Context: an optimization exercise on an open-source flow, tuned for small area. The choices shown serve that exercise and are no tape-out recipe. Function was checked by simulation only, so behaviour that the tests miss may differ from the original. Power figures rest on the tool's default switching activity, not on a simulated workload.

==> flow/design.v (outline; a module is shown in full before it is edited, if it fits) <==
// module font: 1679 lines
// module lcd: 1386 lines
module lcd(clk, resetn, led_blink, lcd_resetn, lcd_cs, lcd_rs, lcd_data);
  // ...
==> flow/run.sh <==
#!/bin/bash
# synth_recipe.tcl (not shown) runs the flow's synth.tcl, then flattens the netlist and writes it again
# the make line also repeats each setting of config.mk as NAME=value (left out here)
make -C /OpenROAD-flow-scripts/flow DESIGN_CONFIG=/design/flow/config.mk WORK_HOME=/design/flow/orfs CLKGATE_MAP_FILE= SYNTH_SCRIPT=/design/flow/synth_recipe.tcl finish
==> flow/config.mk <==
export PLATFORM = sky130hd
export DESIGN_NAME = lcd
export DESIGN_NICKNAME = lcd
export VERILOG_FILES = /design/flow/design.v
export SDC_FILE = /design/flow/constraint.sdc
export NUM_CORES = 4
export LEC_CHECK = 0
export ABC_AREA = 1
export CAP_MARGIN = 20
export CORE_MARGIN = 2
export CORE_UTILIZATION = 47
export CTS_BUF_LIST = sky130_fd_sc_hd__clkbuf_8
export PLACE_DENSITY = 0.55
export SLEW_MARGIN = 20
==> flow/constraint.sdc <==
create_clock -name core_clock -period 10.0 [get_ports {clk}]
set_input_delay 2.0000 -clock core_clock [delete_from_list [all_inputs] [get_ports {clk}]]
set_output_delay 2.0000 -clock core_clock [all_outputs]
set_load 0.01 [all_outputs]
==> summary.txt, run 1 <==
* Worst Tran Pin Value at 962 ps
* Post-CTS Resized at 0
* Logic pwr share at 1.3%
* Synth cell count leaders: nand2_1, nor2_1, inv_1, nand3_1, o21ai_0
* Mapped Area at 0.00707 mm2
* Main combinational cell family by area after synthesis: simple AND/OR/NAND/NOR gates
* Crit-path most repeated cell: nand2_1
* Buffering overhead at 2.43%
* Vias in the first global route at 8946
* Switching Share at 22.3%
* WP buf/inv at 5
* Critical R2R Launch: item[4]$_SDFF_PN0_
* CP required at 8000 ps
* Post-route setup slack at 2760 ps
* Register area at 0.00117 mm2
* R2r setup slk at 6710 ps
* CP Cell Sequence: nand3_1, nand2_2, ha_1, buf_4, inv_1, nand2_1, inv_1, o21ai_0, nand3_1, nand3_1, nand2_1, nand3_1, nand2_1, nand3_1, nor2_1, nand2_1, a21oi_1, nand2_1, nand2_1, nand2_1, inv_1, clkdlybuf4s50_1
* Post-route insts no fill at 1423
* Die area at 0.0160 mm2
* Met3 wire length at 4.95 mm
* Max cap viols at 0
* CLK BUF at 6
* Post-CTS setup buffer count at 0
* GRT Util Overall at 44.0%
* Outcome: complete, no violations
* Crit path arrival time at 5240 ps
* Clock Sinks at 53
* Multi-input logic area at 0.00506 mm2
* Hold depth at 2
* Slew HR at 35.8%
* Delay of the slowest critical-path stage at 780 ps
* Remaining DRCs at 0
* Crit. End Element: output port
* Setup-failing EPs final at 0
* N_taps at 184
* Worst hold slack at 435 ps
* Metal1 wirelength at 12.2 mm
* Nets at 1292
==> run 2: changes to the inputs <==
--- a/flow/config.mk
+++ b/flow/config.mk
@@ -9,6 +9,5 @@
 export CAP_MARGIN = 20
 export CORE_MARGIN = 2
 export CORE_UTILIZATION = 47
-export CTS_BUF_LIST = sky130_fd_sc_hd__clkbuf_8
 export PLACE_DENSITY = 0.55
 export SLEW_MARGIN = 20
==> run 2 against run 1 <==
  * Still clean
  * Fmax about the same
  * Combinational power about the same
  * Design area increased by 0.73%
  * Routed wire length increased by 0.68%
  * Worst hold slack got worse by 4.2 ps
  * Core utilization increased by 0.37 points
  * Non-clock buffer count unchanged
  * Via count increased by 0.11%
  * Sequential share of layout area decreased by 0.11 points
  * Synthesized cell count unchanged
==> summary.txt, run 2 <==
* Outcome: complete, no violations
* Slew HR at 35.8% (about the same)
* Antenna diodes at 0
* Hold Vio Cnt, Final at 0
* Largest regs: bc x18, item x8, pos x8
* Fin. max-slew vios at 0
* Crit path arrival time at 5230 ps (about the same)
* Vias in the first global route at 8980 (+0.38%)
* Synth cell count leaders: nand2_1, nor2_1, inv_1, nand3_1, o21ai_0
* Seq/Total Area, Yosys at 16.5%
* Synth Area in XOR/XNOR at 0.495%
* FFs w/ async S/R, synth at 39.6%
* HP Start: bc[0]$_SDFF_PP0_
* Clock transition at path regs at 80 ps
* Initial antenna violation count at 0
* Worst VDD drop at 0.117 mV
* Mapped Area at 0.00707 mm2 (unchanged)
* Clk latency of the worst-skew pair at 310 ps
* Clock Sinks at 53 (unchanged)
* Pre-Repair DR Iteration Count at 8
* Register area at 0.00117 mm2 (unchanged)
* Routed vias at 9682
* Post-route cell area at 0.00746 mm2
* Vias per cell at 6.81
* Post-CTS Resized at 0 (unchanged)
* DP HPWL at 26.0 mm
* Area growth, synth to finish at 5.43%
* Post-synthesis adder-cell area fraction at 9.38%
* Post-route clock period utilization at 72.3%
* Final GP Congestion at 1.13
* WHS Endpoint: bc[1]$_SDFF_PP0_
* CP Launch Type: flip-flop
* Most frequent cells in the layout: nand2_1, nor2_1, inv_1
* Worst Tran Pin Value at 962 ps (+0.320 ps)
* CTS Buf Count at 5
* Multiplexer share of the synthesized area at 0.159%
* Fraction of layout cells with a size suffix above 1 at 4.20%
* Nets at 1292 (unchanged)
* Simple-gate area share of the yosys netlist at 40.0%
* Fin crit period at 7230 ps
* Die width at 127 um
* DR WL/cell at 25.6 um
* Multi-input logic area at 0.00506 mm2 (unchanged)
* # port buffers at 6
* Critical R2R Launch: item[4]$_SDFF_PN0_
* Post-CTS Hold Buffers at 0
* RSZ-0062 raised after global routing: false
* GRT Util Overall at 44.2% (+0.24 points)
* Clock Skew at 8.31 ps
* Commonest non-fill, non-tap cell in the layout: nand2_1
* Max cap viols at 0 (unchanged)
* CTS Root Buffer Type: clkbuf_16
* Fmax at 138 MHz
* Post-synthesis compound-gate area fraction at 21.6%
* Global route overflow at 0
* Die H at 127 um
* PwrDens at 57.9 mW/mm2
* CP Class: flip-flop to output port
* Leak pwr at 3.47 nW
* Yosys cell types at 52
* Initial Utilization at 48.3%
* Top cells by area, synth: nand2_1, ha_1, dfxtp_1, nor2_1, inv_1
* Htree depth at 2
* # rows at 44
* Synth top area share at 16.2%
* Gate Count Post-Synth at 1252
* Hold WC Path Type: flip-flop to flip-flop
* R2r setup slk at 6700 ps (about the same)
* Ys flop type: dfxtp_1
* Largest area contributor in the netlist: nand2_1
* CTS tree: done
* Synthesis Warnings at 1
* Syn nets at 1307
* Setup TNS at 0 ps
* DRT iter0 DRCs at 1685
* Crit. End Element: output port
* Die area at 0.0160 mm2 (unchanged)
* Main combinational cell family by area after synthesis: simple AND/OR/NAND/NOR gates
* Clock tree buffer depth at 2
* Post-synth EDFFs at 0
* Io pins at 7
* Max reg flops at 18
* Most numerous cell in the Yosys netlist: nand2_1
* Post-CTS setup buffer count at 0 (unchanged)
* Top reg by flops: bc
* First-pass GRT wire length at 53.9 mm
* Setup-failing EPs final at 0 (unchanged)
* Placed Area at 0.00728 mm2
* Post-DRT Antenna Nets at 0
* CP required at 8000 ps (about the same)
* Hold depth at 2 (unchanged)
* Crit path max fanout at 24
* Synth Area per Inst at 5.65 um2
* # fillers at 1531
* Depth of the most critical reg-to-reg path at 10
* Core Area at 0.0146 mm2
* Remaining DRCs at 0 (unchanged)
* Synth Register Bits at 53
* Largest net degree at the start of global routing at 31
* Reg2reg end: ci[4]$_DFFE_PN0P_
* WL final at 36.4 mm
[run 2: final cells by class]
type	count	area share, %
Multi-Input combinational cell	987	67.9
Sequential cell	53	15.6
Clock inverter	2	0.554
Inverter	168	8.52
Tap cell	184	3.09
Clock buffer	6	1.86
Timing Repair Buffer	22	2.42
[run 2: per-layer routing]
metal / track usage (%) / up-vias / part of all wire (%)
met2: 70.0 / 951 / 43
met5: 0 / - / 0
met1: 50.9 / 4304 / 34
met4: 31.5 / 0 / 9.4
li1: - / 4161 / -
met3: 13.5 / 266 / 14
[run 2: worst max path at each step]
stage | from | end | depth (start not counted)
final | post$_DFFE_PN0P_ | lcd_data | 22
after global routing | post$_DFFE_PN0P_ | lcd_data | 22
after CTS | post$_DFFE_PN0P_ | lcd_data | 22
after detailed placement | post$_DFFE_PN0P_ | lcd_data | 22
after global placement | post$_DFFE_PN0P_ | lcd_data | 22
after floorplan | item[4]$_SDFF_PN0_ | lcd_data | 25
[run 2: power breakdown]
part	switching [W]	total, W	internal (W)	leakage, nW
clock	0.0000866	0.000214	0.000127	0.0890
sequential	0.000000500	0.000214	0.000213	0.552
combinational	0.00000369	0.00000489	0.00000120	2.83
[run 2: metrics by stage]
| stage | utilization (%) | total power (W) | hold slack, ps | cells | worst slack [ps] |
|---|---|---|---|---|---|
| 3_5_place_dp | 49.7 | 0.000223 | 426 | 1414 | 3350 |
| 3_3_place_gp | 49.7 | 0.000223 | 418 | 1414 | 3290 |
| 5_1_grt | 50.9 | 0.000440 | 450 | 1422 | 2610 |
| 6_report | 50.9 | 0.000432 | 431 | 1422 | 2770 |
| 2_1_floorplan | - | 0.000220 | 409 | 1252 | 5270 |
| 4_1_cts | 50.9 | 0.000432 | 433 | 1422 | 3020 |
[run 2: logic make-up (layout without fill, tap and decap cells)]
logic type	count (synthesis)	count (layout)
XOR/XNOR	4	4
AO/OA/AOI/OAI	267	267
flip-flops	53	53
multiplexers	1	1
buffers and inverters	212	198
adder cells (fa/ha/maj)	53	53
AND/OR/NAND/NOR	662	662
[run 2: worst max-delay path: stages (launching register included)]
cell and delay (ps):
dfrtp_1 770, nand3_1 310, nand2_2 520, ha_1 340, buf_4 250, inv_1 580, nand2_1 100, inv_1 190
o21ai_0 140, nand3_1 130, nand3_1 70, nand2_1 60, nand3_1 80, nand2_1 110, nand3_1 100, nor2_1 100
nand2_1 70, a21oi_1 120, nand2_1 130, nand2_1 80, nand2_1 60, inv_1 50, clkdlybuf4s50_1 520

## re-timing with driven ports
Ports are ideal in the flow. The routed layouts listed here were re-timed in OpenROAD.
Step 1, drivers: a clkbuf_16 drives clk and a buf_2 each remaining input, both assumed.
Step 2 times the ports against the registers' clock, not the clock port: input delays grow and output delays shrink by t, the midpoint of the rising clock arrivals with the driver on.
a / b / c = ideal ports / drivers / drivers and shift; a / b = the first two.
run	t, ns	setup WS [ns]	worst hold slack (ns)	worst register clock-pin slew, ns	worst data-port slew with drivers (ns)
run 1	0.359	2.760 / 2.729 / 3.089	0.435 / 0.435 / 0.435	0.11 / 0.11	0.03
run 2	0.339	2.766 / 2.730 / 3.069	0.431 / 0.431 / 0.431	0.08 / 0.08	0.03
After both steps setup and hold are still met in every run listed.
